This design comes from an exercise in tuning for small area on the open sky130 flow, not from production work. At most, simulation tests tie the RTL to the original design; equivalence was not proved. For runs 1 and 2, only the layout was checked, not whether the RTL still works. The clock cells of runs 4 to 7 come from the design's own scripts or RTL, not from TritonCTS. The clock input has no modelled driver; a real chip could not lean on it and would need a root buffer or a full tree. Power figures rest on the tool's default switching activity, not on a simulated workload.

`design/flow/config.mk`:
```
export PLATFORM = sky130hd
export DESIGN_NAME = vending_machine
export DESIGN_NICKNAME = vending_machine
export VERILOG_FILES = /design/flow/design.v
export SDC_FILE = /design/flow/constraint.sdc
export NUM_CORES = 4
export LEC_CHECK = 0
export ABC_AREA = 1
export CAP_MARGIN = 20
export CORE_MARGIN = 2
export CORE_UTILIZATION = 40
export SLEW_MARGIN = 20
```
`design/flow/constraint.sdc`:
```
create_clock -name core_clock -period 10.0 [get_ports {CLK}]
set_input_delay 2.0000 -clock core_clock [delete_from_list [all_inputs] [get_ports {CLK}]]
set_output_delay 2.0000 -clock core_clock [all_outputs]
set_load 0.01 [all_outputs]
```
`design/flow/design.v`:
```
module vending_machine(input CLK,
		       input RESET,
		       input RELOAD,
		       input CARD_IN,
		       input [3:0] ITEM_CODE,
		       input KEY_PRESS,
		       input VALID_TRAN,
		       input DOOR_OPEN,
		       output reg VEND,
		       output reg INVALID_SEL,
		       output reg [2:0] COST,
		       output reg FAILED_TRAN
		       );
   localparam [2:0] IDLE = 3'd0, RELOADING = 3'd1, CODE1 = 3'd2, CODE2 = 3'd3,
		    TRANSACT = 3'd4, VENDING = 3'd5, RESETTING = 3'd6;
   reg [2:0] st;
   reg 	     flag;    
   reg [2:0] tm;      
   reg 	     det;     
   reg 	     n1;      
   reg [3:0] num2;    
   reg [79:0] cnt;    
   wire tmo   = tm[2] & ~tm[1];
   wire first = ~tm[2] & ~tm[0];
   wire [2:0] tm_inc = tmo ? tm : {tm[1], tm[0], ~tm[2]};
   wire s_c1 = (st == CODE1);
   wire s_c2 = (st == CODE2);
   wire s_tr = (st == TRANSACT);
   wire s_vd = (st == VENDING);
   wire b3 = num2[3], b2 = num2[2], b1 = num2[1];
   wire [2:0] cost;
   assign cost[2] = n1 & (b3 | b2 | b1);
   assign cost[1] = n1 ? (b3 | ~(b2 | b1)) : (b3 | b2);
   assign cost[0] = n1 ? (~(b3 | b2 | b1) | (b2 & b1)) : (b3 | ~b2);
   wire [19:0] isel, dsel, empty;
   wire vsel = s_vd & first;
   item_decode udec (.n1(n1), .num2(num2), .en(vsel), .isel(isel), .dsel(dsel));
   wire zsel = |(isel & empty);
   wire inv2 = (num2[3] & (num2[2] | num2[1])) | zsel;
   wire bad1 = (ITEM_CODE[3:1] != 3'd0);
   wire invalid = det | inv2;
   always @(*) begin
      VEND = 1'b0;
      INVALID_SEL = 1'b0;
      FAILED_TRAN = 1'b0;
      COST = 3'd0;
      if (s_c1 | s_c2)
	INVALID_SEL = ~KEY_PRESS & tmo;
      if (s_tr) begin
	 INVALID_SEL = invalid;
	 FAILED_TRAN = ~invalid & ~VALID_TRAN & tmo;
	 if (~invalid & (VALID_TRAN | ~tmo))
	   COST = cost;
      end
      if (s_vd) begin
	 VEND = DOOR_OPEN | ~tmo;
	 COST = cost;
      end
   end
   reg [2:0] nst;
   reg 	     stay;
   always @(*) begin
      nst = IDLE;
      stay = 1'b0;
      case (st)
	IDLE: nst = RELOAD ? RELOADING : (CARD_IN ? CODE1 : IDLE);
	RELOADING: nst = RELOAD ? RELOADING : IDLE;
	CODE1: begin
	   stay = ~flag & (KEY_PRESS | ~tmo);
	   nst = flag ? CODE2 : (stay ? CODE1 : IDLE);
	end
	CODE2: begin
	   stay = ~flag & (KEY_PRESS | ~tmo);
	   nst = flag ? TRANSACT : (stay ? CODE2 : IDLE);
	end
	TRANSACT: begin
	   stay = ~invalid & ~VALID_TRAN & ~tmo;
	   nst = (invalid | (tmo & ~VALID_TRAN)) ? IDLE : (VALID_TRAN ? VENDING : TRANSACT);
	end
	VENDING: begin
	   stay = DOOR_OPEN | (~flag & ~tmo);
	   nst = stay ? VENDING : IDLE;
	end
	default: nst = IDLE;
      endcase
   end
   always @(posedge CLK) begin
      st <= RESET ? RESETTING : nst;
      tm <= stay ? tm_inc : 3'b000;
      flag <= stay & (flag | ((s_c1 | s_c2) & KEY_PRESS) | (s_vd & DOOR_OPEN));
      det <= (s_c1 & (det | (KEY_PRESS & bad1))) | (s_c2 & (det | (flag & inv2)));
      if (s_c1 & KEY_PRESS)
	n1 <= ITEM_CODE[0];
      if (s_c2 & KEY_PRESS)
	num2 <= ITEM_CODE;
   end
   wire clr = (st == RESETTING);
   wire rld = (st == RELOADING);
   genvar gi;
   generate
      for (gi = 0; gi < 20; gi = gi + 1) begin : stock
	 wire [3:0] d;
	 stock_next u (.q(cnt[4*gi +: 4]), .sel(dsel[gi]), .clr(clr), .rld(rld), .d(d), .empty(empty[gi]));
	 always @(posedge CLK)
	   cnt[4*gi +: 4] <= d;
      end
   endgenerate
endmodule
module item_decode(input n1, input [3:0] num2, input en, output [19:0] isel, output [19:0] dsel);
   wire [3:0] lo;
   wire [5:0] hi;
   assign lo[0] = ~num2[1] & ~num2[0];
   assign lo[1] = ~num2[1] &  num2[0];
   assign lo[2] =  num2[1] & ~num2[0];
   assign lo[3] =  num2[1] &  num2[0];
   assign hi[0] = ~n1 & ~num2[3] & ~num2[2];
   assign hi[1] = ~n1 & ~num2[3] &  num2[2];
   assign hi[2] = ~n1 &  num2[3] & ~num2[2] & ~num2[1];
   assign hi[3] =  n1 & ~num2[3] & ~num2[2];
   assign hi[4] =  n1 & ~num2[3] &  num2[2];
   assign hi[5] =  n1 &  num2[3] & ~num2[2] & ~num2[1];
   genvar i;
   generate
      for (i = 0; i < 20; i = i + 1) begin : d
	 localparam H = (i / 10) * 3 + (i % 10) / 4;
	 assign isel[i] = hi[H] & lo[(i % 10) % 4];
	 assign dsel[i] = isel[i] & en;
      end
   endgenerate
endmodule
module stock_next(input [3:0] q, input sel, input clr, input rld, output [3:0] d, output empty);
   wire hold = ~(sel | clr | rld);
   assign d[3] = (hold & q[3]) | (sel & q[2]) | rld;
   assign d[2] = (hold & q[2]) | (sel & q[1]) | clr;
   assign d[1] = (hold & q[1]) | (sel & q[0]) | clr;
   assign d[0] = (hold & q[0]) | (sel & ~(q[0] & q[3]));
   assign empty = ~(q[0] | q[3]);
endmodule
```
`design/flow/run.sh`:
```
#!/bin/bash
# synth_recipe.tcl (not shown) runs the flow's synth.tcl, then flattens the netlist and writes it again
# the make line also repeats each setting of config.mk as NAME=value (left out here)
make -C /OpenROAD-flow-scripts/flow DESIGN_CONFIG=/design/flow/config.mk WORK_HOME=/design/flow/orfs CLKGATE_MAP_FILE= SYNTH_SCRIPT=/design/flow/synth_recipe.tcl finish
```
==> notes.md, run 1 <==
* Startpoint of the worst hold path: cnt[62]
* Cell repeated most along the worst path: sky130_fd_sc_hd__clkdlybuf4s50_1
* Number of flops mapped to enable cells by yosys at 5
* Residual antenna-violating net count after detailed routing at 0
* Critical path class: input pin to output pin
* Maximum operating frequency at about 0.18 GHz
* Share of the clock period used by the worst path at 55.2%
* Global-route wire length before repair at 14.7 mm
* Commonest non-fill, non-tap cell in the layout: sky130_fd_sc_hd__nand2_1
* Setup violators final at 0
* Switching Power at approximately 0.23 mW
* Filler-free cell count of the finished design at 709
* Detailed Place HPWL at 6.17 mm
* Mapped Nets at about 560
* Arrival time worst endpoint at 3520 ps
* Count of vias placed by the detailed router at 3565
* Buffer and inverter count on the worst path at 3
* Cell total after placement at 693
* Type of the most critical hold path: register to register
* Delay-heaviest family, CP: buffers and inverters
* Buffer count from post-CTS setup fixing at 0
* H-Tree Depth at 3
* Share of async-settable or async-resettable flops after synthesis at 0%
* Critical path required time at around 8000 ps
* Largest net degree at the start of global routing at 41
* Area delta synth->final at 12.9%
* Largest clock skew in the final design at ~10 ps
* Power after layout at between 0.8 and 0.9 mW
* Relative contribution of combinational cells to total power at about 13%
* Leak at 2.04 nW
* Post-cts resize count at 0
* Switching part of the total at 27.4%
* DR iter-0 viols at 163
* Core Footprint at about 0.01 mm^2
* DRC violations left at 0
* CTS tree: yes
* End of the worst register-to-register path: cnt[44]
* Commonest cells after routing, fill and taps aside: sky130_fd_sc_hd__nand2_1, sky130_fd_sc_hd__dfxtp_1, sky130_fd_sc_hd__nor2_1
* Post-Synthesis Cells at 553
* Final weighted congestion in routability-driven placement at 0.840
* CP endpoint kind: output pin
* Relative max-transition margin at 36.2%
* Master of the slowest instance on the critical path: sky130_fd_sc_hd__clkdlybuf4s50_1
* Syn Area/Cell at 7.22 um^2
* Via-to-Cell Ratio at 5.03
* Average routed wire per standard cell at 12.3 um
* Critical path startpoint category: input pin
* End point of the most critical hold path: cnt[62]
* CP peak stage delay at around 560 ps
* Overall fraction of global-route tracks in use at 16.7%
* Placement row count at 36
* Commonest register cell after synthesis: sky130_fd_sc_hd__dfxtp_1
* CTS Hold Bufs at 0
* Peak supply drop at around 0.000087 V
* Slew Limit Fails at 0
* Pin slew with the least headroom to its limit at 954 ps
* Netlist Area Pre-Place at 0.00399 mm^2
* Count of distinct cell types in the synthesized netlist at 31
* Crit path max fanout at 4
* Count of buffers from port buffering at 16
* Number of global-route vias before repair at about 3.2k
* Clock-pin slew on the worst setup and hold paths at 90 ps
* Ratio of total power to cell area at between 150 and 200 mW/mm^2
* Minimum clock period at approximately 5500 ps
* FF-to-FF setup slack at 7490 ps
* Maxcap violations at 0
* TritonCTS buffer count at 9
* Final-layout setup total negative slack at 0 ps
* R2R depth at 6
* Internal Pwr Total at 0.617 mW
* Horizontal die dimension at 104 um
* Setup slack at placement at 4490 ps
* Final critical-path setup slack at 4480 ps
* Worst path depth at 6
* Post-synthesis sequential area ratio at 47.9%
* Critical path, cell by cell: clkdlybuf4s50_1, inv_1, nand2_1, nand4_2, a21oi_1, clkdlybuf4s50_1
* Number of buffers on the longest clock path at 2
* Count of inserted antenna diode cells at 0
* Initial core utilization at 41.0%
* Synth Register Bits at 93
* Final-report hold violation count at 0
* Router iterations before antenna repair at 6
* Layout cell share with drive strength beyond 1 at 7.12%
* Skew-Pair Late Insertion Delay at between 300 and 400 ps
* Reg power frac at a little over half
* Filler Cells Inserted at 1027
* CTS root buffer: sky130_fd_sc_hd__clkbuf_8
* Result of the run: finished clean
* Reg-to-Reg Start: st[0]
* WHS Path Cells at 2
* Leftover overflow at the end of global routing at 0
* Die area at 0.0108 mm^2
* Warnings from Yosys at 1
* Die Y at 104 um
* Final net count at 582
* Initial antenna violation count at 0
* Unrepaired setup endpoints after global routing: false
* Wirelength, routed at 8.71 mm
* Clk network pwr share at around 34%
* Number of top-level design ports at 17
* Clock sink count at 93
[synthesized netlist by cell type, types with 4 or more instances]
library cell | n | area (um^2)
sky130_fd_sc_hd__dfxtp_1 | 88 | 1760
sky130_fd_sc_hd__inv_1 | 33 | 124
sky130_fd_sc_hd__nor2_1 | 69 | 259
sky130_fd_sc_hd__a21o_1 | 4 | 30.0
sky130_fd_sc_hd__clkbuf_1 | 7 | 26.3
sky130_fd_sc_hd__nand3_1 | 66 | 330
sky130_fd_sc_hd__nand2_1 | 181 | 679
sky130_fd_sc_hd__nor3_2 | 7 | 70.1
sky130_fd_sc_hd__o21ai_0 | 4 | 20.0
sky130_fd_sc_hd__nand4_1 | 7 | 43.8
sky130_fd_sc_hd__nor3_1 | 8 | 40.0
sky130_fd_sc_hd__a21oi_1 | 30 | 150
sky130_fd_sc_hd__a31oi_1 | 16 | 100
sky130_fd_sc_hd__edfxtp_1 | 5 | 150
[power groups by stage]
stage	Clock, mW	Sequential [mW]	Combinational, mW
5_1_grt	0.308	0.463	0.125
2_1_floorplan	0	0.458	0.0822
4_1_cts	0.293	0.457	0.109
6_report	0.286	0.457	0.107
3_3_place_gp	0	0.463	0.104
3_5_place_dp	0	0.465	0.109
[worst max-delay path by stage]
stage / from / endpoint / slack, ps
6_report: VALID_TRAN / COST[1] / 4480
5_1_grt: VALID_TRAN / COST[2] / 4370
4_1_cts: VALID_TRAN / COST[1] / 4480
3_5_place_dp: VALID_TRAN / COST[1] / 4490
3_3_place_gp: VALID_TRAN / COST[1] / 4520
2_1_floorplan: VALID_TRAN / COST[0] / 5530
[tightest hold or removal path: stages, from the launching register on]
cell and delay, ps:
sky130_fd_sc_hd__dfxtp_1 340, sky130_fd_sc_hd__nand2_1 50, sky130_fd_sc_hd__nand3_1 50
[sequential cells by signal, summed over array words and instances, names as in the netlist]
register / cells
flag: 1
cnt: 80
det: 1
tm: 3
num2: 4
n1: 1
st: 3
[through the flow]
step	util, %	hold slack, ps	instance area [um^2]
2_1_floorplan	-	429	3990
3_3_place_gp	44.0	438	4280
3_5_place_dp	44.0	443	4280
4_1_cts	46.3	465	4510
5_1_grt	46.3	489	4510
6_report	46.3	466	4510
[logic make-up (layout without fill, tap and decap cells)]
kind of cell / after synthesis / count (layout) / synth area share [%]
and+or+nand+nor: 351 / 351 / 38.5
AOI/OAI and AO/OA: 61 / 61 / 8.80
buffers and inverters: 48 / 71 / 4.86
DFF: 93 / 93 / 47.9
[layer usage]
metal / share of wire [%] / global-route usage, % / wire (um) / vias up
li1: - / - / - / 1859
met5: 0 / 0 / 0 / -
met3: 3.1 / 2.88 / 270 / 15
met2: 47 / 28.0 / 4120 / 62
met1: 48 / 21.2 / 4150 / 1629
met4: 1.9 / 7.43 / 167 / 0
[area by class of cell]
| type | count | area [um^2] | share of cell area (%) |
|---|---|---|---|
| Clock buffer | 10 | 138 | 3.05 |
| Clock inverter | 6 | 91.3 | 2.03 |
| Inverter | 37 | 139 | 3.08 |
| Multi-Input combinational cell | 412 | 1890 | 41.9 |
| Sequential cell | 93 | 1910 | 42.4 |
| Tap cell | 133 | 166 | 3.69 |
| Timing Repair Buffer | 18 | 175 | 3.88 |
==> run 2, diff against run 1 <==
--- a/design/flow/config.mk
+++ b/design/flow/config.mk
@@ -9,4 +9,6 @@
 export CAP_MARGIN = 20
 export CORE_MARGIN = 2
-export CORE_UTILIZATION = 40
+export CORE_UTILIZATION = 65
+export CTS_BUF_LIST = sky130_fd_sc_hd__clkbuf_4 sky130_fd_sc_hd__clkbuf_8
+export CTS_CLUSTER_SIZE = 30
 export SLEW_MARGIN = 20
==> run 2 against run 1 <==
  * Still clean on timing, DRC and antenna
  * Combinational power hardly changed
  * Synthesized cell count stayed put
  * Via count is 0.67% higher
  * Power is 0.91% lower
  * Setup slack worse by 17 ps
  * Register-to-register slack better by 580 ps
  * Critical path type unchanged
==> notes.md, run 2 <==
* Most numerous cell types in the synthesized netlist: sky130_fd_sc_hd__nand2_1, sky130_fd_sc_hd__dfxtp_1, sky130_fd_sc_hd__nor2_1
* Minimum clock period at 5540 ps
* Buffer and inverter count on the worst path at 3
* Critical path startpoint category: input pin
* Share of the clock period used by the worst path at 55.4%
* Maximum operating frequency at 0.181 GHz
* CP peak stage delay at 570 ps
* Horizontal die dimension at 82.4 um
* Final-report hold violation count at 0
* Final net count at between 500 and 600
* Multi-input combinational cell area at 0.00189 mm^2
* Number of flops mapped to enable cells by yosys at 5
* Post-Synthesis Cells at 553
* Setup violators final at 0
* Leak at 2.04 nW
* Die Y at 82.4 um
* Type of the most critical hold path: register to register
* Register cell area after layout at between 0.0015 and 0.002 mm^2
* Critical path, cell by cell: clkdlybuf4s50_1, inv_1, nand2_1, nand4_2, a21oi_1, clkdlybuf4s50_1
* Placement row count at 28
* Post-synthesis cell type with the largest combined area: sky130_fd_sc_hd__dfxtp_1
* Post-Route Hold Slack at 463 ps
* Crit path max fanout at 4
* Residual antenna-violating net count after detailed routing at 0
* Post-cts resize count at 0
* Share of async-settable or async-resettable flops after synthesis at 0%
* Master of the slowest instance on the critical path: sky130_fd_sc_hd__clkdlybuf4s50_1
* CP endpoint kind: output pin
* CTS Hold Bufs at 0
* Critical path required time at roughly 8000 ps
* Overall fraction of global-route tracks in use at 27.0%
* Die area at 0.00679 mm^2
* Synth Register Bits at 93
* Number of global-route vias before repair at 3331
* Average routed wire per standard cell at roughly 13 um
* Ranking of synthesized cells by area: sky130_fd_sc_hd__dfxtp_1, sky130_fd_sc_hd__nand2_1, sky130_fd_sc_hd__nand3_1, sky130_fd_sc_hd__nor2_1, sky130_fd_sc_hd__a21oi_1
* Router iterations before antenna repair at 5
* Delay-heaviest family, CP: buffers and inverters
* Syn Area/Cell at 7.22 um^2
* Commonest non-fill, non-tap cell in the layout: sky130_fd_sc_hd__nand2_1
* Post-synthesis sequential area ratio at a little under half
* Cell repeated most along the worst path: sky130_fd_sc_hd__clkdlybuf4s50_1
* Critical path class: input pin to output pin
* Biggest register: cnt
* Number of buffers on the longest clock path at 2
* TritonCTS buffer count at 9
* Count of inserted antenna diode cells at 0
* Core utilization of the finished layout at 75.0%
* Most frequently used cell type in the post-synthesis netlist: sky130_fd_sc_hd__nand2_1
* Initial core utilization at 67.5%
* Skew-Pair Late Insertion Delay at 350 ps
* Layout cell share with drive strength beyond 1 at 7.28%
* Relative max-transition margin at 56.4%
* Wirelength, routed at 8.68 mm
* Peak supply drop at about 0.00012 V
* Max FFs per register at 80
* Count of vias placed by the detailed router at 3589
* Largest clock skew in the final design at 11.0 ps
* Commonest cells after routing, fill and taps aside: sky130_fd_sc_hd__nand2_1, sky130_fd_sc_hd__dfxtp_1, sky130_fd_sc_hd__nor2_1
* Yosys top cell area share at 44.1%
* Count of distinct cell types in the synthesized netlist at 31
* Registers with the most flip-flops: cnt (80), num2 (4)
* Global-route wire length before repair at 14.1 mm
* Power after layout at 0.842 mW
* Final-layout setup total negative slack at 0 ps
* Mapped Nets at 564
* Netlist Area Pre-Place at around 0.0040 mm^2
* Clock sink count at 93
* Via-to-Cell Ratio at 5.50
* Warnings from Yosys at 1
* CTS tree: yes
* DRC violations left at 0
* Largest net degree at the start of global routing at 41
* Core Footprint at 0.00592 mm^2
* Pin slew with the least headroom to its limit at 653 ps
* Final weighted congestion in routability-driven placement at approximately 0.90
* CTS root buffer: sky130_fd_sc_hd__clkbuf_8
* Detailed Place HPWL at 6.12 mm
* Arrival time worst endpoint at 3540 ps
* Result of the run: finished clean
* Initial antenna violation count at 0
* FF-to-FF setup slack at 8070 ps
* Slew Limit Fails at 0
* Clock-pin slew on the worst setup and hold paths at 90 ps
* Commonest register cell after synthesis: sky130_fd_sc_hd__dfxtp_1
* Buffer count from post-CTS setup fixing at 0
* Maxcap violations at 0
* Ratio of total power to cell area at 190 mW/mm^2
* H-Tree Depth at 3
* Number of top-level design ports at 17
* Count of buffers from port buffering at 16
* Unrepaired setup endpoints after global routing: false
* Filler Cells Inserted at about 480
* DR iter-0 viols at 220
* Area delta synth->final at 11.1%
* Leftover overflow at the end of global routing at 0
[run 2: kinds of logic (layout without fill, tap and decap cells)]
group,Yosys count,in the layout,share of synthesized area [%]
buf+inv,48,72,4.86
flops,93,93,47.9
compound gates,61,61,8.80
simple gates,351,351,38.5
[run 2: per-layer routing]
metal,routed length (um),vias up,GRT usage (%)
met5,0,-,0
met4,72,0,8.17
met3,403,7,4.57
met2,4160,81,47.7
met1,4040,1644,33.6
li1,-,1857,-
[run 2: worst min-delay path, stage by stage, from the launching register on]
cell                      delay (ps)
sky130_fd_sc_hd__dfxtp_1         330
sky130_fd_sc_hd__nand2_1          50
sky130_fd_sc_hd__nand3_1          50
[run 2: per-stage QoR]
step,std cells,worst slack (ps),area (um^2)
final,652,4460,4440
after global placement,636,4540,4220
after global routing,652,4340,4440
after detailed placement,636,4460,4220
after CTS,652,4470,4440
after floorplan,553,5530,3990
[run 2: worst paths after layout]
path                                  from      end  cells past startpoint
worst max-delay path            VALID_TRAN  COST[0]                      6
worst min-delay path                cnt[9]   cnt[9]                      2
worst max register to register       st[2]  cnt[12]                      7
worst min register to register      cnt[9]   cnt[9]                      2
[run 2: layout make-up]
cell class	instances	share of cell area (%)
Timing Repair Buffer	19	4.12
Sequential cell	93	43.1
Tap cell	75	2.11
Multi-Input combinational cell	412	42.5
Clock buffer	9	2.79
Clock inverter	7	2.23
Inverter	37	3.13
[run 2: power by group]
group          switching, mW  internal [mW]  leakage [nW]  total [mW]
registers             0.0289          0.427         0.771       0.456
clock network          0.134          0.143         0.115       0.277
logic                 0.0684         0.0408          1.16       0.109
total                  0.232          0.611          2.04       0.842
==> run 3, diff against run 2 <==
--- a/design/flow/design.v
+++ b/design/flow/design.v
@@ -21,4 +21,5 @@
    reg [3:0] num2;    
    reg [79:0] cnt;    
+   reg 	      allz;   
    wire tmo   = tm[2] & ~tm[1];
    wire first = ~tm[2] & ~tm[0];
@@ -36,5 +37,5 @@
    wire vsel = s_vd & first;
    item_decode udec (.n1(n1), .num2(num2), .en(vsel), .isel(isel), .dsel(dsel));
-   wire zsel = |(isel & empty);
+   wire zsel = allz | (|(isel & empty));
    wire inv2 = (num2[3] & (num2[2] | num2[1])) | zsel;
    wire bad1 = (ITEM_CODE[3:1] != 3'd0);
@@ -97,9 +98,11 @@
    wire clr = (st == RESETTING);
    wire rld = (st == RELOADING);
+   always @(posedge CLK)
+     allz <= clr | (allz & ~rld);
    genvar gi;
    generate
       for (gi = 0; gi < 20; gi = gi + 1) begin : stock
 	 wire [3:0] d;
-	 stock_next u (.q(cnt[4*gi +: 4]), .sel(dsel[gi]), .clr(clr), .rld(rld), .d(d), .empty(empty[gi]));
+	 stock_next u (.q(cnt[4*gi +: 4]), .sel(dsel[gi]), .rld(rld), .d(d), .empty(empty[gi]));
 	 always @(posedge CLK)
 	   cnt[4*gi +: 4] <= d;
@@ -129,9 +132,9 @@
    endgenerate
 endmodule
-module stock_next(input [3:0] q, input sel, input clr, input rld, output [3:0] d, output empty);
-   wire hold = ~(sel | clr | rld);
+module stock_next(input [3:0] q, input sel, input rld, output [3:0] d, output empty);
+   wire hold = ~(sel | rld);
    assign d[3] = (hold & q[3]) | (sel & q[2]) | rld;
-   assign d[2] = (hold & q[2]) | (sel & q[1]) | clr;
-   assign d[1] = (hold & q[1]) | (sel & q[0]) | clr;
+   assign d[2] = (hold & q[2]) | (sel & q[1]);
+   assign d[1] = (hold & q[1]) | (sel & q[0]);
    assign d[0] = (hold & q[0]) | (sel & ~(q[0] & q[3]));
    assign empty = ~(q[0] | q[3]);
==> design/flow/flow/run.sh (new file) <==
#!/bin/bash
# Own layout flow: the standard flow (standard.sh), with
#  - synthesis by synth_recipe.tcl with an area-oriented ABC script (flow/abc_proc.tcl),
#  - port buffers of the smallest buffer cell,
#  - a clock tree of clkbuf_8 cells without dummy loads.
set -euo pipefail
W=$PWD
export MY_ABC_SCRIPT=$W/flow/abc_area.script
export BUFFER_PORTS_ARGS="-buffer_cell sky130_fd_sc_hd__buf_1"
export CTS_ARGS="-sink_clustering_enable -repair_clock_nets -dont_use_dummy_load -buf_list sky130_fd_sc_hd__clkbuf_8 -sink_clustering_size 50"
cat flow/abc_proc.tcl synth_recipe.tcl > my_synth.tcl
sed "s|SYNTH_SCRIPT=[^ ]*|SYNTH_SCRIPT=$W/my_synth.tcl|" standard.sh > my_standard.sh
grep -q "SYNTH_SCRIPT=$W/my_synth.tcl" my_standard.sh
bash my_standard.sh synth > synth.log 2>&1
bash my_standard.sh > layout.log 2>&1
==> design/flow/flow/abc_area.script (new file) <==
&get -n
&st
&dch
&nf -a
&put
topo
==> design/flow/flow/abc_proc.tcl (new file) <==
# Prepended to synth_recipe.tcl: ABC maps the logic with an area-oriented script
# (flow/abc_area.script) instead of ORFS's, and without a delay target.
proc abc {args} {
  set out {}
  set skip 0
  foreach a $args {
    if {$skip} { set skip 0; continue }
    if {$a in {-script -constr -D}} { set skip 1; continue }
    lappend out $a
  }
  yosys abc -script $::env(MY_ABC_SCRIPT) {*}$out
}
==> design/flow/standard.sh (new file) <==
#!/bin/bash
# synth_recipe.tcl (not shown) runs the flow's synth.tcl, then flattens the netlist and writes it again
# the make line also repeats each setting of config.mk as NAME=value (left out here)
make -C /OpenROAD-flow-scripts/flow DESIGN_CONFIG=/design/flow/config.mk WORK_HOME=/design/flow/orfs CLKGATE_MAP_FILE= SYNTH_SCRIPT=/design/flow/synth_recipe.tcl "${@:-finish}"
==> design/flow/config.mk (replaced) <==
export PLATFORM = sky130hd
export DESIGN_NAME = vending_machine
export DESIGN_NICKNAME = vending_machine
export VERILOG_FILES = /design/flow/design.v
export SDC_FILE = /design/flow/constraint.sdc
export NUM_CORES = 4
export LEC_CHECK = 0
export CAP_MARGIN = 20
export CORE_MARGIN = 2
export CORE_UTILIZATION = 40
export SLEW_MARGIN = 20
removed: design/flow/run.sh
==> run 3 against run 2 <==
  * Count of clock-buffer cells in the layout did not move
  * Clock power fell by 31%
  * Largest cell class unchanged
  * Sequential cell count rose by 1
==> notes.md, run 3 <==
* Result of the run: finished clean
* Clock-pin slew on the worst setup and hold paths at roughly 70 ps
* Detailed Place HPWL at approximately 5.2 mm
* Relative max-transition margin at approximately two fifths
* Power after layout at 0.728 mW
* Buffer and inverter count on the worst path at 1
* Number of global-route vias before repair at between 2k and 3k
* Cell total after placement at around 490
* Wirelength, routed at just under 8 mm
* Ranking of synthesized cells by area: sky130_fd_sc_hd__dfxtp_1, sky130_fd_sc_hd__a22o_1, sky130_fd_sc_hd__a22oi_1, sky130_fd_sc_hd__edfxtp_1, sky130_fd_sc_hd__a31oi_1
* Largest clock skew in the final design at 15.8 ps
* Average routed wire per standard cell at 15.6 um
* Core Footprint at 0.00868 mm^2
* Master of the slowest instance on the critical path: sky130_fd_sc_hd__nor4_1
* Slew Limit Fails at 0
* Post-synthesis sequential area ratio at 54.2%
* CTS Hold Bufs at 0
* Critical path class: register to output pin
* Largest net degree at the start of global routing at 41
* Share of the clock period used by the worst path at between 50% and 60%
* Initial core utilization at between 40 and 50%
* Warnings from Yosys at 1
* Type of the most critical hold path: register to register
* TritonCTS buffer count at 9
* Placement row count at 34
* Horizontal die dimension at 98.4 um
* CTS root buffer: sky130_fd_sc_hd__clkbuf_8
* Count of distinct cell types in the synthesized netlist at 39
* Launch point of the critical path: num2[1]
* Maxcap violations at 0
* Delay-heaviest family, CP: simple AND/OR/NAND/NOR gates
* Mapped Nets at 370
* Maximum operating frequency at 0.198 GHz
* R2R depth at 6
* Layout cell share with drive strength beyond 1 at 3.11%
* Startpoint of the worst hold path: tm[0]
* Die Y at ~98 um
* DRC violations left at 0
* DR iter-0 viols at 107
* Synth Register Bits at 94
* Setup violators final at 0
* Syn Area/Cell at 9.92 um^2
* Yosys top cell area share at about half
* Area delta synth->final at 9.52%
* H-Tree Depth at 3
* Post-cts resize count at 0
* Count of buffers from port buffering at 16
* Ratio of total power to cell area at around 190 mW/mm^2
* FF-to-FF setup slack at between 7000 and 8000 ps
* Critical path, cell by cell: or2_0, a211oi_1, o31ai_1, nor4_1, nand3_1, a2111oi_0, buf_1
* Critical path startpoint category: register
* Critical path required time at 8000 ps
* Final critical-path setup slack at 4940 ps
* Netlist Area Pre-Place at 0.00356 mm^2
* Pin slew with the least headroom to its limit at roughly 900 ps
* Skew-Pair Late Insertion Delay at 350 ps
* Final net count at between 300 and 400
* Leak at 1.40 nW
* Number of top-level design ports at 17
* Residual antenna-violating net count after detailed routing at 0
* Post-Synthesis Cells at about 360
* Die area at 0.00968 mm^2
* End of the worst register-to-register path: cnt[59]
* Arrival time worst endpoint at 3060 ps
* Overall fraction of global-route tracks in use at 16.2%
* Worst path depth at 7
* Commonest register cell after synthesis: sky130_fd_sc_hd__dfxtp_1
* Buffer count from post-CTS setup fixing at 0
* CTS tree: yes
* CP peak stage delay at 650 ps
* Commonest non-fill, non-tap cell in the layout: sky130_fd_sc_hd__dfxtp_1
* Filler-free cell count of the finished design at 494
* Leftover overflow at the end of global routing at 0
* Post-Route Hold Slack at 462 ps
* Peak supply drop at 0.0000801 V
* Initial antenna violation count at 0
* Number of flops mapped to enable cells by yosys at 5
* Reg-to-Reg Start: st[2]
* CP endpoint kind: output pin
* Most frequently used cell type in the post-synthesis netlist: sky130_fd_sc_hd__dfxtp_1
* Final-layout setup total negative slack at 0 ps
* Global-route wire length before repair at 12.6 mm
* Final weighted congestion in routability-driven placement at 0.844
* Share of async-settable or async-resettable flops after synthesis at 0%
* Crit path max fanout at 11
* Most numerous cell types in the synthesized netlist: sky130_fd_sc_hd__dfxtp_1, sky130_fd_sc_hd__a22o_1, sky130_fd_sc_hd__nor2_1
* Post-synthesis cell type with the largest combined area: sky130_fd_sc_hd__dfxtp_1
* Clock sink count at 94
* Count of inserted antenna diode cells at 0
* Final-report hold violation count at 0
* Router iterations before antenna repair at 5
* Number of buffers on the longest clock path at 2
* Max FFs per register at 80
* Unrepaired setup endpoints after global routing: false
* Biggest register: cnt
* Count of vias placed by the detailed router at about 2.9k
* Registers with the most flip-flops: cnt (80), num2 (4)
* End point of the critical path: COST[1]
* Via-to-Cell Ratio at 5.81
* Minimum clock period at ~5000 ps
* Setup slack at placement at approximately 5000 ps
* Commonest cells after routing, fill and taps aside: sky130_fd_sc_hd__dfxtp_1, sky130_fd_sc_hd__a22o_1, sky130_fd_sc_hd__nor2_1
[run 3: cell types whose count changed after synthesis, moves of 18 or more]
cell | previous run | this run
sky130_fd_sc_hd__a22o_1 | 0 | 40
sky130_fd_sc_hd__nor2_1 | 69 | 29
sky130_fd_sc_hd__nor4_1 | 0 | 18
sky130_fd_sc_hd__nand2_1 | 181 | 28
sky130_fd_sc_hd__a22oi_1 | 0 | 24
sky130_fd_sc_hd__nand3_1 | 66 | 5
sky130_fd_sc_hd__inv_1 | 33 | 0
[run 3: layer usage]
metal / vias up / global-route usage [%] / share of wire (%)
met5: - / 0 / 0
met4: 0 / 6.85 / 1.4
met3: 10 / 3.22 / 2.7
met2: 57 / 25.5 / 46
met1: 1332 / 21.9 / 50
li1: 1473 / - / -
[run 3: report_power, final]
group	switching [mW]	internal [mW]	leakage (nW)	total (mW)
Combinational	0.0361	0.0358	0.562	0.0719
Clock	0.111	0.0809	0.0647	0.192
Sequential	0.0393	0.425	0.771	0.464
Total	0.187	0.542	1.40	0.728
[run 3: logic make-up after synthesis]
group,Yosys count,share of synthesized area [%]
simple gates,132,19.5
flops,94,54.2
compound gates,127,25.6
buf+inv,6,0.632
[run 3: area by class of cell]
cell class,count,area [um^2]
tap,108,135
clock buffer,9,124
sequential,94,1930
inverter,6,22.5
timing repair buffer,18,75.1
multi-input combinational,259,1610
fill,828,4780
[run 3: stage by stage]
| step | utilization, % | instance area, um^2 |
|---|---|---|
| after CTS | 45.0 | 3900 |
| final | 45.0 | 3900 |
| after global placement | 43.5 | 3780 |
| after global routing | 45.0 | 3900 |
| after detailed placement | 43.5 | 3780 |
| after floorplan | - | 3560 |
[run 3: how the worst min path moves through the flow]
stage / endpoint / depth (start not counted)
6_report: tm[1] / 2
2_1_floorplan: tm[1] / 2
5_1_grt: tm[1] / 2
3_3_place_gp: tm[1] / 2
3_5_place_dp: tm[1] / 2
4_1_cts: tm[1] / 2
[run 3: worst register-to-register path, stage by stage (launching register included)]
cell	delay (ps)
sky130_fd_sc_hd__dfxtp_1	550
sky130_fd_sc_hd__nand3b_1	210
sky130_fd_sc_hd__or3_1	650
sky130_fd_sc_hd__nor4_1	800
sky130_fd_sc_hd__nor2_1	170
sky130_fd_sc_hd__a22oi_1	190
sky130_fd_sc_hd__nand2_1	70
==> run 4, diff against run 3 <==
==> design/flow/flow/run.sh (replaced) <==
#!/bin/bash
# Own layout flow: the standard flow (standard.sh), with
#  - synthesis by synth_recipe.tcl with an area-oriented ABC script (flow/abc_proc.tcl),
#  - port buffers of the smallest buffer cell,
#  - a small clock tree built by flow/clock_buf.tcl in place of clock_tree_synthesis.
set -euo pipefail
W=$PWD
export MY_ABC_SCRIPT=$W/flow/abc_area.script
export BUFFER_PORTS_ARGS="-buffer_cell sky130_fd_sc_hd__buf_1"
export PRE_CTS_TCL=$W/flow/clock_buf.tcl
export CLOCK_BUF_CELL=sky130_fd_sc_hd__clkbuf_8
export CLOCK_BUF_COUNT=${CLOCK_BUF_COUNT:-6}
export CLOCK_ROOT_CELL=sky130_fd_sc_hd__clkbuf_4
cat flow/abc_proc.tcl synth_recipe.tcl > my_synth.tcl
sed "s|SYNTH_SCRIPT=[^ ]*|SYNTH_SCRIPT=$W/my_synth.tcl|" standard.sh > my_standard.sh
grep -q "SYNTH_SCRIPT=$W/my_synth.tcl" my_standard.sh
bash my_standard.sh synth > synth.log 2>&1
bash my_standard.sh > layout.log 2>&1
==> design/flow/flow/clock_buf.tcl (new file) <==
proc clock_buf_centre {items} {
  set xs 0.0; set ys 0.0
  foreach it $items { set xs [expr {$xs + [lindex $it 1]}]; set ys [expr {$ys + [lindex $it 2]}] }
  return [list [expr {$xs / [llength $items]}] [expr {$ys / [llength $items]}]]
}

proc clock_tree_synthesis {args} {
  set block [ord::get_db_block]
  set dbu [$block getDbUnitsPerMicron]
  set net [$block findNet CLK]
  set items {}
  foreach it [$net getITerms] {
    set inst [$it getInst]
    set bb [$inst getBBox]
    lappend items [list "[$inst getName]/[[$it getMTerm] getName]" \
      [expr {([$bb xMin] + [$bb xMax]) / 2.0 / $dbu}] [expr {([$bb yMin] + [$bb yMax]) / 2.0 / $dbu}]]
  }
  # k-means on the register positions, started from a split along x
  set k $::env(CLOCK_BUF_COUNT)
  set items [lsort -real -index 1 $items]
  set n [llength $items]
  set centres {}
  for {set i 0} {$i < $k} {incr i} {
    lappend centres [clock_buf_centre [lrange $items [expr {$i * $n / $k}] [expr {($i + 1) * $n / $k - 1}]]]
  }
  for {set iter 0} {$iter < 50} {incr iter} {
    set groups {}
    for {set i 0} {$i < $k} {incr i} { lappend groups {} }
    foreach it $items {
      set best 0; set bd 1e30
      for {set i 0} {$i < $k} {incr i} {
        lassign [lindex $centres $i] cx cy
        set d [expr {abs([lindex $it 1] - $cx) + abs([lindex $it 2] - $cy)}]
        if {$d < $bd} { set bd $d; set best $i }
      }
      lset groups $best [concat [lindex $groups $best] [list $it]]
    }
    set centres {}
    foreach g $groups { if {[llength $g]} { lappend centres [clock_buf_centre $g] } }
    set k [llength $centres]
  }
  set i 0
  foreach g $groups {
    if {![llength $g]} { continue }
    lassign [clock_buf_centre $g] x y
    set pins {}
    foreach it $g { lappend pins [get_pins [lindex $it 0]] }
    set sbuf [insert_buffer -buffer_cell $::env(CLOCK_BUF_CELL) -net CLK -load_pins $pins \
      -location [list $x $y] -buffer_name clkbuf_$i -net_name clknet_$i]
    set buf [$block findInst [get_full_name $sbuf]]
    set out [[$buf findITerm X] getNet]
    $out setSigType CLOCK
    puts "clock_buf: [$buf getName] ([[$buf getMaster] getName]) at ($x, $y) drives [llength $g] clock pins"
    incr i
  }
  if {[info exists ::env(CLOCK_ROOT_CELL)] && $::env(CLOCK_ROOT_CELL) ne ""} {
    lassign [clock_buf_centre $items] x y
    set sbuf [insert_buffer -buffer_cell $::env(CLOCK_ROOT_CELL) -net CLK \
      -location [list $x $y] -buffer_name clkbuf_root -net_name clknet_root]
    set buf [$block findInst [get_full_name $sbuf]]
    [[$buf findITerm X] getNet] setSigType CLOCK
    puts "clock_buf: [$buf getName] ([[$buf getMaster] getName]) at ($x, $y) drives the $i buffers"
  }
  set_propagated_clock [all_clocks]
}
==> run 4 against run 3 <==
  * Routed wire length decreased by 1.2%
  * First-iteration DRC count decreased by 3.7%
  * Sequential cell count unchanged
  * Largest power group unchanged
==> notes.md, run 4 <==
* Result of the run: finished clean
* Number of flops mapped to enable cells by yosys at 5
* Relative max-transition margin at 40.4%
* Leftover overflow at the end of global routing at 0
* Most numerous cell types in the synthesized netlist: sky130_fd_sc_hd__dfxtp_1, sky130_fd_sc_hd__a22o_1, sky130_fd_sc_hd__nor2_1
* Setup violators final at 0
* Commonest register cell after synthesis: sky130_fd_sc_hd__dfxtp_1
* Met2 track utilization from global routing at 25.7%
* Mapped Nets at 370
* Warnings from Yosys at 1
* Commonest non-fill, non-tap cell in the layout: sky130_fd_sc_hd__dfxtp_1
* Horizontal die dimension at about 98 um
* Syn Area/Cell at 9.92 um^2
* Delay-heaviest family, CP: simple AND/OR/NAND/NOR gates
* Critical path startpoint category: register
* Count of vias placed by the detailed router at 2852
* Master of the slowest instance on the critical path: sky130_fd_sc_hd__nor4_1
* Registers with the most flip-flops: cnt (80), num2 (4)
* Biggest register: cnt
* Largest net degree at the start of global routing at 41
* Post-Synthesis Cells at 359
* CTS Hold Bufs at 0
* Startpoint of the worst hold path: cnt[43]
* Critical path, cell by cell: or2_0, a211oi_1, o31ai_1, nor4_1, nand3_1, a2111oi_0, buf_1
* Unrepaired setup endpoints after global routing: false
* Buffer and inverter count on the worst path at 1
* Arrival time worst endpoint at roughly 3200 ps
* Placement row count at 34
* Post-Route Hold Slack at 464 ps
* Buffer count from post-CTS setup fixing at 0
* Count of buffers from port buffering at 16
* Number of top-level design ports at 17
* Average routed wire per standard cell at 15.5 um
* Layout cell share with drive strength beyond 1 at under 10%
* Router iterations before antenna repair at 4
* DRC violations left at 0
* Ratio of total power to cell area at between 150 and 200 mW/mm^2
* Initial core utilization at 41.0%
* Skew-Pair Late Insertion Delay at 420 ps
* Post-synthesis cell type with the largest combined area: sky130_fd_sc_hd__dfxtp_1
* Launch point of the critical path: num2[1]
* Maxcap violations at 0
* M1 GR Usage at between 20% and 30%
* Share of async-settable or async-resettable flops after synthesis at 0%
* Netlist Area Pre-Place at 0.00356 mm^2
* Post-cts resize count at 0
* Type of the most critical hold path: register to register
* Filler-free cell count of the finished design at just under 500
* Cell total after placement at 485
* Pin slew with the least headroom to its limit at 886 ps
* Die area at 0.00968 mm^2
* Core utilization of the finished layout at around 45%
* Met3 Track Usage GR at 1.79%
* Initial antenna violation count at 0
* Via-to-Cell Ratio at 5.80
* Area delta synth->final at 8.57%
* Crit path max fanout at 11
* Final-report hold violation count at 0
* Critical path class: register to output pin
* Post-synthesis sequential area ratio at 54.2%
* Final weighted congestion in routability-driven placement at 0.844
* CP peak stage delay at about 680 ps
* Synth Register Bits at 94
* Count of distinct cell types in the synthesized netlist at 39
* Number of global-route vias before repair at around 2.6k
* Residual antenna-violating net count after detailed routing at 0
* Count of inserted antenna diode cells at 0
* DR iter-0 viols at roughly 100
* Largest clock skew in the final design at 20.2 ps
* Reg-to-Reg Start: st[2]
* Max FFs per register at 80
* Commonest cells after routing, fill and taps aside: sky130_fd_sc_hd__dfxtp_1, sky130_fd_sc_hd__a22o_1, sky130_fd_sc_hd__nor2_1
* Core Footprint at 0.00868 mm^2
* Die Y at 98.4 um
* Maximum operating frequency at 0.194 GHz
* Yosys top cell area share at 50.0%
* Final-layout setup total negative slack at 0 ps
* Detailed Place HPWL at ~5.2 mm
* Top Usage Layer GRT: met2
* Ranking of synthesized cells by area: sky130_fd_sc_hd__dfxtp_1, sky130_fd_sc_hd__a22o_1, sky130_fd_sc_hd__a22oi_1, sky130_fd_sc_hd__edfxtp_1, sky130_fd_sc_hd__a31oi_1
* Peak supply drop at 0.000104 V
* Overall fraction of global-route tracks in use at 14.9%
* Most frequently used cell type in the post-synthesis netlist: sky130_fd_sc_hd__dfxtp_1
* Wirelength, routed at 7.63 mm
* Share of the clock period used by the worst path at roughly half
* Critical path required time at 8000 ps
* Clock-pin slew on the worst setup and hold paths at 100 ps
* Leak at 1.38 nW
* Slew Limit Fails at 0
* Power after layout at around 0.70 mW
* Global-route wire length before repair at 12.3 mm
* Final net count at 397
* CP endpoint kind: output pin
* Minimum clock period at 5150 ps
[run 4: worst paths after layout]
check / endpoint / slack, ps / depth (start not counted)
setup / recovery: COST[0] / 4850 / 7
hold / removal: cnt[40] / 460 / 1
hold reg to reg: cnt[40] / 460 / 1
setup reg to reg: cnt[59] / 7260 / 6
[run 4: worst reg2reg max path, cell delays in order (launching register included)]
cell and delay [ps]:
sky130_fd_sc_hd__dfxtp_1 560, sky130_fd_sc_hd__nand3b_1 210, sky130_fd_sc_hd__or3_1 660, sky130_fd_sc_hd__nor4_1 790, sky130_fd_sc_hd__nor2_1 160, sky130_fd_sc_hd__a22oi_1 190, sky130_fd_sc_hd__nand2_1 70
[run 4: cell families (layout without fill, tap and decap cells)]
kind of cell           after synthesis  in the layout  share of synthesized area, %
AND/OR/NAND/NOR                    132            132                          19.5
AO/OA/AOI/OAI                      127            127                          25.6
flip-flops                          94             94                          54.2
buffers and inverters                6             31                         0.632
[run 4: layer usage]
metal,up-vias,wire (um)
li1,1479,-
met1,1316,3700
met2,48,3500
met3,9,330
met4,0,102
met5,-,0
[run 4: cell type report, without the clock buffers]
class	instances	area, um^2
fill	836	4810
inverter	6	22.5
multi-input combinational	259	1610
sequential	94	1930
tap	108	135
timing repair buffer	18	75.1
[run 4: power breakdown]
group	internal (mW)	switching [mW]	leakage [nW]
clock network	0.0586	0.107	0.0477
logic	0.0358	0.0357	0.562
registers	0.425	0.0391	0.771
total	0.519	0.181	1.38
[run 4: stage by stage]
| step | area (um^2) | worst slack, ps |
|---|---|---|
| after floorplan | 3560 | 5060 |
| after global placement | 3780 | 5020 |
| after detailed placement | 3780 | 4990 |
| after CTS | 3870 | 4840 |
| after global routing | 3870 | 4420 |
| final | 3870 | 4850 |
==> run 5, diff against run 4 <==
--- a/design/flow/flow/run.sh
+++ b/design/flow/flow/run.sh
@@ -9,7 +9,7 @@
 export BUFFER_PORTS_ARGS="-buffer_cell sky130_fd_sc_hd__buf_1"
 export PRE_CTS_TCL=$W/flow/clock_buf.tcl
-export CLOCK_BUF_CELL=sky130_fd_sc_hd__clkbuf_8
-export CLOCK_BUF_COUNT=${CLOCK_BUF_COUNT:-6}
-export CLOCK_ROOT_CELL=sky130_fd_sc_hd__clkbuf_4
+export CLOCK_BUF_CELL=sky130_fd_sc_hd__clkbuf_16
+export CLOCK_BUF_COUNT=${CLOCK_BUF_COUNT:-3}
+export CLOCK_ROOT_CELL=
 cat flow/abc_proc.tcl synth_recipe.tcl > my_synth.tcl
 sed "s|SYNTH_SCRIPT=[^ ]*|SYNTH_SCRIPT=$W/my_synth.tcl|" standard.sh > my_standard.sh
==> design/flow/flow/abc_area.script (replaced) <==
&get -n
&st
&dch -f
&nf -R 1000 -F 10
&put
--- a/design/flow/config.mk
+++ b/design/flow/config.mk
@@ -8,4 +8,4 @@
 export CAP_MARGIN = 20
 export CORE_MARGIN = 2
-export CORE_UTILIZATION = 40
+export CORE_UTILIZATION = 70
 export SLEW_MARGIN = 20
==> run 5 against run 4 <==
  * Still clean
  * Sequential cell count stayed put
  * Worst hold slack worse by 15 ps
  * Setup slack better by 270 ps
  * Clock power is 12% lower
  * Fmax is 5.6% higher
  * Design area is 2.8% lower
  * Sequential share of layout area is 1.5 points higher
  * Critical path depth is 3 higher
  * Global-route usage is 11 points higher
  * Routed wire length is 8.5% lower
  * Final cell count is 6.5% lower
  * Largest power group unchanged
==> notes.md, run 5 <==
* Result of the run: finished clean
* Area delta synth->final at 6.75%
* Filler Cells Inserted at 343
* Residual antenna-violating net count after detailed routing at 0
* Detailed Place HPWL at 4.79 mm
* Arrival time worst endpoint at 2880 ps
* Syn Area/Cell at 9.44 um^2
* Overall fraction of global-route tracks in use at 25.5%
* Horizontal die dimension at 74.9 um
* Initial antenna violation count at 0
* Share of async-settable or async-resettable flops after synthesis at 0%
* Critical path, cell by cell: nor3b_1, nand2_1, nor3_1, nor3_1, nand4_1, or3_1, a21oi_1, nor2_1, nor3_1, buf_1
* Critical path startpoint category: register
* CP endpoint kind: output pin
* Placement row count at 25
* Cell total after placement at 457
* Clock-pin slew on the worst setup and hold paths at 110 ps
* Most numerous cell types in the synthesized netlist: sky130_fd_sc_hd__dfxtp_1, sky130_fd_sc_hd__nor2_1, sky130_fd_sc_hd__a22o_1, sky130_fd_sc_hd__nand2_1, sky130_fd_sc_hd__a21oi_1
* Die Y at 74.9 um
* Register cell area after layout at between 0.0015 and 0.002 mm^2
* Post-cts resize count at 0
* Peak supply drop at 0.000187 V
* Average routed wire per standard cell at 15.2 um
* Count of buffers from port buffering at 16
* Crit path max fanout at 11
* Commonest register cell after synthesis: sky130_fd_sc_hd__dfxtp_1
* Yosys top cell area share at 50.6%
* Global-route wire length before repair at about 12 mm
* Wirelength, routed at 6.99 mm
* Maximum operating frequency at a little over 0.2 GHz
* Multi-input combinational cell area at 0.00158 mm^2
* Leak at 1.40 nW
* Critical path class: register to output pin
* Mapped Nets at 384
* Commonest cells after routing, fill and taps aside: sky130_fd_sc_hd__dfxtp_1, sky130_fd_sc_hd__nor2_1, sky130_fd_sc_hd__nand2_1, sky130_fd_sc_hd__a22o_1, sky130_fd_sc_hd__a21oi_1
* Registers with the most flip-flops: cnt (80), num2 (4)
* Number of global-route vias before repair at 2606
* Final critical-path setup slack at 5120 ps
* CTS Hold Bufs at 0
* Number of top-level design ports at 17
* Final weighted congestion in routability-driven placement at 0.922
* Core Footprint at approximately 0.0048 mm^2
* Maxcap violations at 0
* Ratio of total power to cell area at 185 mW/mm^2
* Setup violators final at 0
* Leftover overflow at the end of global routing at 0
* Share of the clock period used by the worst path at roughly half
* Netlist Area Pre-Place at 0.00352 mm^2
* Largest net degree at the start of global routing at 42
* Commonest non-fill, non-tap cell in the layout: sky130_fd_sc_hd__dfxtp_1
* Post-synthesis sequential area ratio at 54.9%
* Synth Register Bits at 94
* Minimum clock period at 4880 ps
* Biggest register: cnt
* Final net count at 406
* Buffer count from post-CTS setup fixing at 0
* Unrepaired setup endpoints after global routing: false
* Count of vias placed by the detailed router at a little under 3k
* Filler-free cell count of the finished design at 460
* Relative max-transition margin at 34.4%
* DR iter-0 viols at 268
* Ranking of synthesized cells by area: sky130_fd_sc_hd__dfxtp_1, sky130_fd_sc_hd__a22o_1, sky130_fd_sc_hd__nor2_1, sky130_fd_sc_hd__nand2_1, sky130_fd_sc_hd__a22oi_1
* Count of distinct cell types in the synthesized netlist at 31
* Final-report hold violation count at 0
* Pin slew with the least headroom to its limit at 983 ps
* Layout cell share with drive strength beyond 1 at 1.27%
* Slew Limit Fails at 0
* Number of flops mapped to enable cells by yosys at 5
* Count of inserted antenna diode cells at 0
* Skew-Pair Late Insertion Delay at 170 ps
* Die area at 0.00561 mm^2
* Cell repeated most along the worst path: sky130_fd_sc_hd__nor3_1
* Critical path required time at 8000 ps
* Initial core utilization at 73.5%
* Router iterations before antenna repair at 5
* Warnings from Yosys at 1
* Type of the most critical hold path: register to register
* Via-to-Cell Ratio at 6.34
* Final-layout setup total negative slack at 0 ps
* Max FFs per register at 80
* Post-synthesis cell type with the largest combined area: sky130_fd_sc_hd__dfxtp_1
* CP peak stage delay at 780 ps
* Master of the slowest instance on the critical path: sky130_fd_sc_hd__nor3b_1
* Most frequently used cell type in the post-synthesis netlist: sky130_fd_sc_hd__dfxtp_1
* Largest clock skew in the final design at 9.22 ps
* DRC violations left at 0
* Setup slack at placement at 5150 ps
* Post-Synthesis Cells at 373
run 5: cell types whose count changed after synthesis, moves of 4 or more:
cell                      previous run  this run
sky130_fd_sc_hd__nor3_1             18        25
sky130_fd_sc_hd__nor2_1             29        54
sky130_fd_sc_hd__nor4b_1             4         0
sky130_fd_sc_hd__a21oi_1            23        27
sky130_fd_sc_hd__nor3b_1             0         5
sky130_fd_sc_hd__a22oi_1            24        20
sky130_fd_sc_hd__nand2_1            28        41
sky130_fd_sc_hd__nor4_1             18         7
run 5: cell type report, without the clock buffers:
class | count | area share, %
inverter | 4 | 0.400
multi-input combinational | 275 | 42.2
sequential | 94 | 51.4
tap | 67 | 2.23
timing repair buffer | 17 | 1.80
run 5: kinds of logic after synthesis:
logic type	after synthesis	share of synthesized area, %
AND/OR/NAND/NOR	155	20.4
AO/OA/AOI/OAI	120	24.3
flip-flops	94	54.9
buffers and inverters	4	0.426
run 5: final timing paths:
| path | start | to | slack (ps) | depth (start not counted) |
|---|---|---|---|---|
| max | num2[3] | COST[0] | 5120 | 10 |
| min | allz | allz | 450 | 2 |
| max reg2reg | num2[0] | tm[0] | 7280 | 9 |
| min reg2reg | allz | allz | 450 | 2 |
run 5: report_power, final:
group / leakage [nW] / switching (mW) / internal, mW
combinational: 0.595 / 0.0400 / 0.0398
sequential: 0.771 / 0.0427 / 0.427
clock: 0.0370 / 0.0894 / 0.0559
total: 1.40 / 0.172 / 0.523
run 5: worst max-delay path, delay by kind of cell, from the launching register on:
| family | cells | cell delay [ps] |
|---|---|---|
| buf+inv | 1 | 170 |
| flops | 1 | 550 |
| simple gates | 8 | 1910 |
| compound gates | 1 | 90 |
run 5: per-layer routing:
layer | track usage (%) | share of wire [%] | vias up
li1 | - | - | 1458
met1 | 35.7 | 47 | 1383
met2 | 45.9 | 48 | 74
met3 | 1.07 | 4.4 | 2
met4 | 1.98 | 0.27 | 0
met5 | 0 | 0 | -
run 5: stage by stage:
step	util, %	hold WS, ps	area, um^2	total power, mW
after floorplan	-	416	3520	0.530
after global placement	76.9	425	3680	0.552
after detailed placement	76.9	436	3680	0.557
after CTS	78.5	451	3760	0.697
after global routing	78.5	484	3760	0.726
final	78.5	449	3760	0.695
==> run 6, diff against run 5 <==
--- a/design/flow/config.mk
+++ b/design/flow/config.mk
@@ -8,4 +8,4 @@
 export CAP_MARGIN = 20
 export CORE_MARGIN = 2
-export CORE_UTILIZATION = 70
+export CORE_UTILIZATION = 80
 export SLEW_MARGIN = 20
==> run 6 against run 5 <==
  * Sequential power barely moved
  * Via count rose by 3.3%
  * Die area fell by 12%
  * Combinational power rose by 2.6%
  * Worst hold slack got worse by 6.2 ps
  * Sequential cell count did not move
  * Setup slack improved by 36 ps
  * Critical path depth did not move
  * Final cell count fell by 3.3%
  * Critical endpoint unchanged
  * Largest power group unchanged
==> notes.md, run 6 <==
* Result of the run: finished clean
* Type of the most critical hold path: register to register
* Post-Route Hold Slack at approximately 440 ps
* Biggest register: cnt
* CTS Hold Bufs at 0
* Ranking of synthesized cells by area: sky130_fd_sc_hd__dfxtp_1, sky130_fd_sc_hd__a22o_1, sky130_fd_sc_hd__nor2_1, sky130_fd_sc_hd__nand2_1, sky130_fd_sc_hd__a22oi_1
* Commonest non-fill, non-tap cell in the layout: sky130_fd_sc_hd__dfxtp_1
* Layout cell share with drive strength beyond 1 at under 10%
* Die Y at 70.3 um
* Crit path max fanout at 13
* Count of inserted antenna diode cells at 0
* Overall fraction of global-route tracks in use at roughly 30%
* Share of the clock period used by the worst path at 48.4%
* Number of top-level design ports at 17
* Maxcap violations at 0
* DRC violations left at 0
* Residual antenna-violating net count after detailed routing at 0
* Syn Area/Cell at 9.44 um^2
* Most frequently used cell type in the post-synthesis netlist: sky130_fd_sc_hd__dfxtp_1
* Horizontal die dimension at 70.3 um
* Most numerous cell types in the synthesized netlist: sky130_fd_sc_hd__dfxtp_1, sky130_fd_sc_hd__nor2_1, sky130_fd_sc_hd__a22o_1, sky130_fd_sc_hd__nand2_1, sky130_fd_sc_hd__a21oi_1
* Peak supply drop at approximately 0.00018 V
* Wirelength, routed at 7.42 mm
* Final weighted congestion in routability-driven placement at 0.903
* Largest clock skew in the final design at 5.30 ps
* Setup violators final at 0
* Core Footprint at roughly 0.0043 mm^2
* FF-to-FF setup slack at 7290 ps
* Warnings from Yosys at 1
* Relative max-transition margin at 33.3%
* Detailed Place HPWL at roughly 5.2 mm
* Slew Limit Fails at 0
* Final net count at ~410
* Synth Register Bits at 94
* Registers with the most flip-flops: cnt (80), num2 (4)
* Share of async-settable or async-resettable flops after synthesis at 0%
* Power after layout at 0.697 mW
* Mapped Nets at 384
* DR iter-0 viols at 206
* Commonest cells after routing, fill and taps aside: sky130_fd_sc_hd__dfxtp_1, sky130_fd_sc_hd__nor2_1, sky130_fd_sc_hd__nand2_1, sky130_fd_sc_hd__a22o_1, sky130_fd_sc_hd__a21oi_1
* Die area at 0.00495 mm^2
* Final-report hold violation count at 0
* Count of distinct cell types in the synthesized netlist at 31
* Standard cell area after detailed placement at roughly 0.0037 mm^2
* Post-cts resize count at 0
* Final-layout setup total negative slack at 0 ps
* Setup slack at placement at between 5000 and 6000 ps
* Via-to-Cell Ratio at a little under 7
* Post-synthesis cell type with the largest combined area: sky130_fd_sc_hd__dfxtp_1
* CP endpoint kind: output pin
* Filler Cells Inserted at approximately 260
* Clock-pin slew on the worst setup and hold paths at 110 ps
* Initial core utilization at 82.0%
* Maximum operating frequency at around 0.21 GHz
* Critical path class: register to output pin
* Number of flops mapped to enable cells by yosys at 5
* Number of global-route vias before repair at slightly below 3k
* Minimum clock period at 4840 ps
* Max FFs per register at 80
* Global-route wire length before repair at 12.6 mm
* Post-synthesis sequential area ratio at 54.9%
* Largest net degree at the start of global routing at 42
* Skew-Pair Late Insertion Delay at 170 ps
* Average routed wire per standard cell at 16.7 um
* Arrival time worst endpoint at 2840 ps
* Critical path startpoint category: register
* Router iterations before antenna repair at 5
* Leak at about 1.4 nW
* Count of vias placed by the detailed router at about 3.0k
* Register cell area after layout at 0.00193 mm^2
* Critical path required time at 8000 ps
* Netlist Area Pre-Place at 0.00352 mm^2
* Pin slew with the least headroom to its limit at 1000 ps
* Unrepaired setup endpoints after global routing: false
* Count of buffers from port buffering at 16
* Initial antenna violation count at 0
* Post-route standard cell area excluding fillers at 0.00374 mm^2
* Ratio of total power to cell area at 186 mW/mm^2
* Multi-input combinational cell area at 0.00158 mm^2
* Commonest register cell after synthesis: sky130_fd_sc_hd__dfxtp_1
* Post-Synthesis Cells at 373
* Area delta synth->final at 6.22%
* Final critical-path setup slack at roughly 5200 ps
* Yosys top cell area share at 50.6%
* Buffer count from post-CTS setup fixing at 0
* Leftover overflow at the end of global routing at 0
* Placement row count at 24
==> run 6: cell counts after synthesis <==
Identical to the previous run, type by type.
==> run 6: cell type report, without the clock buffers <==
type | count | share of cell area (%)
inverters | 4 | 0.402
well taps | 52 | 1.74
multi-input cells | 275 | 42.4
repair buffers | 17 | 1.81
flip-flops and latches | 94 | 51.7
==> run 6: kinds of logic (layout without fill, tap and decap cells) <==
| family | Yosys count | in the layout | synth area share (%) |
|---|---|---|---|
| AOI/OAI and AO/OA | 120 | 120 | 24.3 |
| and+or+nand+nor | 155 | 155 | 20.4 |
| DFF | 94 | 94 | 54.9 |
| buffers and inverters | 4 | 24 | 0.426 |
==> run 6: layer usage <==
metal	GRT usage, %	vias up	share of wire [%]
met5	0	-	0
li1	-	1462	-
met3	2.60	14	4.5
met4	7.05	0	1.3
met1	38.4	1448	44
met2	54.7	88	51
==> run 6: final timing paths <==
path                               from       to  cells past startpoint
worst max-delay path            num2[0]  COST[0]                     10
worst min-delay path               allz     allz                      2
worst max register to register  num2[0]    tm[0]                      9
worst min register to register     allz     allz                      2
==> run 6: where the power goes <==
group | internal [mW] | switching [mW] | leakage, nW
Sequential | 0.427 | 0.0445 | 0.771
Clock | 0.0558 | 0.0878 | 0.0370
Combinational | 0.0398 | 0.0421 | 0.595
Total | 0.523 | 0.174 | 1.40
==> run 6: stage by stage <==
| stage | util (%) | cells |
|---|---|---|
| detailed placement | 85.3 | 442 |
| global placement | 85.3 | 442 |
| floorplan | - | 373 |
| finish | 87.1 | 445 |
| global route | 87.1 | 445 |
| CTS | 87.1 | 445 |
==> run 6: worst max-delay path: stages, from the launching register on <==
cell and delay (ps):
sky130_fd_sc_hd__edfxtp_1 590, sky130_fd_sc_hd__nor2b_1 260, sky130_fd_sc_hd__nand2_1 140, sky130_fd_sc_hd__nor3_1 60
sky130_fd_sc_hd__nor4_1 350, sky130_fd_sc_hd__nand4_1 170, sky130_fd_sc_hd__or3_1 440, sky130_fd_sc_hd__a21oi_1 200
sky130_fd_sc_hd__nor2_1 100, sky130_fd_sc_hd__nor3_1 190, sky130_fd_sc_hd__buf_1 170
==> run 7, diff against run 6 <==
--- a/design/flow/config.mk
+++ b/design/flow/config.mk
@@ -6,6 +6,6 @@
 export NUM_CORES = 4
 export LEC_CHECK = 0
-export CAP_MARGIN = 20
+export CAP_MARGIN = 0
 export CORE_MARGIN = 2
 export CORE_UTILIZATION = 80
-export SLEW_MARGIN = 20
+export SLEW_MARGIN = 0
==> run 7 against run 6 <==
  * Via count unchanged
  * Sequential cell count stayed put
  * Still clean
  * Highest routed layer unchanged
  * Critical path depth did not move
  * Fmax unchanged
  * Area after synthesis did not move
  * Design area unchanged
  * Power unchanged
  * Largest power group unchanged
  * Routed wire length unchanged
  * Global-route usage did not move
  * Die area stayed put
  * Critical path type unchanged
==> notes.md, run 7 <==
* Placement row count at 24
* Area fraction in compound gates after synthesis at between 20% and 30%
* Post-synthesis sequential area ratio at 54.9%
* Cell repeated most along the worst path: sky130_fd_sc_hd__nor3_1
* Layout cell share with drive strength beyond 1 at under 10%
* Portion of netlist area occupied by mux cells at 0%
* Maxcap violations at 0
* Arrival time worst endpoint at 2840 ps
* Type of the most critical hold path: register to register
* Global-route wire length before repair at 12.6 mm
* Average routed wire per standard cell at 16.7 um
* Critical path startpoint category: register
* Commonest register cell after synthesis: sky130_fd_sc_hd__dfxtp_1
* Peak supply drop at ~0.00018 V
* Crit path max fanout at 13
* Final net count at 406
* Xor/xnor cell area share of the yosys netlist at 0%
* End point of the most critical hold path: allz
* R2R depth at 9
* Netlist Area Pre-Place at 0.00352 mm^2
* Reg-to-Reg Start: num2[0]
* Share of async-settable or async-resettable flops after synthesis at 0%
* Startpoint of the worst hold path: allz
* Clock-pin slew on the worst setup and hold paths at 110 ps
* Ranking of synthesized cells by area: sky130_fd_sc_hd__dfxtp_1, sky130_fd_sc_hd__a22o_1, sky130_fd_sc_hd__nor2_1, sky130_fd_sc_hd__nand2_1, sky130_fd_sc_hd__a22oi_1
* Leak at 1.40 nW
* Count of inserted antenna diode cells at 0
* Setup violators final at 0
* Post-Synthesis Cells at 373
* Count of vias placed by the detailed router at 3012
* Detailed Place HPWL at 5.18 mm
* Overall fraction of global-route tracks in use at 30.0%
* Unrepaired setup endpoints after global routing: false
* Mapped Nets at 384
* DRC violations left at 0
* Skew-Pair Late Insertion Delay at 170 ps
* Yosys top cell area share at 50.6%
* Relative max-transition margin at 33.3%
* Filler Cells Inserted at 259
* Dominant combinational cell family by area after synthesis: compound AO/OA/AOI/OAI gates
* Synth Register Bits at 94
* Post-synthesis cell type with the largest combined area: sky130_fd_sc_hd__dfxtp_1
* Post-Route Hold Slack at 442 ps
* Number of flops mapped to enable cells by yosys at 5
* Post-cts resize count at 0
* End of the worst register-to-register path: tm[0]
* Master of the slowest instance on the critical path: sky130_fd_sc_hd__edfxtp_1
* Residual antenna-violating net count after detailed routing at 0
* CTS Hold Bufs at 0
* CP peak stage delay at 590 ps
* Initial core utilization at between 80% and 90%
* Max FFs per register at 80
* Initial antenna violation count at 0
* Share of the clock period used by the worst path at 48.4%
* Biggest register: cnt
* Die Y at 70.3 um
* Slew Limit Fails at 0
* Wirelength, routed at approximately 7.4 mm
* Maximum operating frequency at a little over 0.2 GHz
* CP endpoint kind: output pin
* Die area at 0.00495 mm^2
* Largest net degree at the start of global routing at 42
* WHS Path Cells at 2
* Registers with the most flip-flops: cnt (80), num2 (4)
* Warnings from Yosys at 1
* Via-to-Cell Ratio at roughly 6.8
* Most numerous cell types in the synthesized netlist: sky130_fd_sc_hd__dfxtp_1, sky130_fd_sc_hd__nor2_1, sky130_fd_sc_hd__a22o_1, sky130_fd_sc_hd__nand2_1, sky130_fd_sc_hd__a21oi_1
* Most frequently used cell type in the post-synthesis netlist: sky130_fd_sc_hd__dfxtp_1
* Number of global-route vias before repair at just under 3k
* DR iter-0 viols at 206
* Core utilization of the finished layout at 87.1%
* Core Footprint at 0.00429 mm^2
* Area delta synth->final at 6.22%
* Commonest cells after routing, fill and taps aside: sky130_fd_sc_hd__dfxtp_1, sky130_fd_sc_hd__nor2_1, sky130_fd_sc_hd__nand2_1, sky130_fd_sc_hd__a22o_1, sky130_fd_sc_hd__a21oi_1
* Minimum clock period at 4840 ps
* Number of top-level design ports at 17
* Leftover overflow at the end of global routing at 0
* FF-to-FF setup slack at 7290 ps
* Final-report hold violation count at 0
* Critical path required time at about 8000 ps
* Router iterations before antenna repair at 5
* Adder-cell area share of the yosys netlist at 0%
* Syn Area/Cell at 9.44 um^2
* Critical path class: register to output pin
* Pin slew with the least headroom to its limit at 1000 ps
* Ratio of total power to cell area at approximately 190 mW/mm^2
* Critical path, cell by cell: nor2b_1, nand2_1, nor3_1, nor4_1, nand4_1, or3_1, a21oi_1, nor2_1, nor3_1, buf_1
* Buffer count from post-CTS setup fixing at 0
* Commonest non-fill, non-tap cell in the layout: sky130_fd_sc_hd__dfxtp_1
* Horizontal die dimension at 70.3 um
* Final-layout setup total negative slack at 0 ps
* Final weighted congestion in routability-driven placement at between 0.9 and 1
* Count of buffers from port buffering at 16
* Count of distinct cell types in the synthesized netlist at 31
* Basic-gate share of the synthesized area counting and, or, nand and nor cells at around a fifth
* Largest clock skew in the final design at ~5.3 ps
* Result of the run: finished clean
run 7: cell counts after synthesis:
No cell type changed its count.
run 7: per-layer routing:
| layer | part of all wire, % | track usage, % |
|---|---|---|
| met5 | 0 | 0 |
| met4 | 1.3 | 7.05 |
| met3 | 4.5 | 2.60 |
| met1 | 44 | 38.4 |
| met2 | 51 | 54.7 |
run 7: cells by family (layout without fill, tap and decap cells):
logic type	after synthesis	in the layout
simple gates	155	155
compound gates	120	120
flops	94	94
buf+inv	4	24
run 7: worst max-delay path: cells and delay by family (launching register included):
family | cells | cell delay (ps)
AOI/OAI and AO/OA | 1 | 200
and+or+nand+nor | 8 | 1710
buffers and inverters | 1 | 170
DFF | 1 | 590
run 7: worst max path at each step:
stage          startpoint  endpoint  slack (ps)  cells past startpoint
2_1_floorplan  VALID_TRAN   COST[0]        5410                      4
5_1_grt           num2[0]   COST[0]        4990                     10
6_report          num2[0]   COST[0]        5160                     10
4_1_cts        VALID_TRAN   COST[0]        5160                      6
3_3_place_gp   VALID_TRAN   COST[0]        5170                      6
3_5_place_dp   VALID_TRAN   COST[0]        5160                      6
run 7: stage by stage:
| step | cells | worst slack [ps] | total power, mW | cell area, um^2 |
|---|---|---|---|---|
| detailed placement | 442 | 5160 | 0.559 | 3660 |
| finish | 445 | 5160 | 0.697 | 3740 |
| CTS | 445 | 5160 | 0.694 | 3740 |
| global route | 445 | 4990 | 0.724 | 3740 |
| global placement | 442 | 5170 | 0.552 | 3660 |
| floorplan | 373 | 5410 | 0.530 | 3520 |
run 7: layout make-up, without the clock buffers:
type	instances	area, um^2	share of cell area, %
Timing Repair Buffer	17	67.6	1.81
Tap cell	52	65.1	1.74
Inverter	4	15.0	0.402
Sequential cell	94	1930	51.7
Multi-Input combinational cell	275	1580	42.4
run 7: where the power goes:
part           internal, mW  switching, mW  leakage, nW
combinational        0.0398         0.0421        0.595
sequential            0.427         0.0445        0.771
clock                0.0558         0.0878       0.0370

what the ideal ports hide:
How much do the figures lean on ideal ports? The routed layouts below were timed once more, with nothing changed but the port constraints. Step 1 sets driving cells, clkbuf_16 on the clock port and buf_2 on the other inputs (assumed; they add their load-dependent delay and slew). Step 2 times the ports against the registers' clock, not the clock port: input delays grow and output delays shrink by t, the midpoint of the rising clock arrivals with the driver on. a / b / c = no drivers / after step 1 / after step 2; a / b = the first two.
run	t, ns	slack for setup (ns)
run 1	0.385	4.481 / 4.458 / 4.458
run 2	0.379	4.464 / 4.442 / 4.442
run 3	0.371	4.944 / 4.911 / 4.973
run 4	0.437	4.846 / 4.818 / 4.967
run 5	0.227	5.121 / 5.061 / 5.138
run 6	0.224	5.156 / 5.098 / 5.137
run 7	0.224	5.156 / 5.098 / 5.137
After both steps every run listed still meets setup and hold.
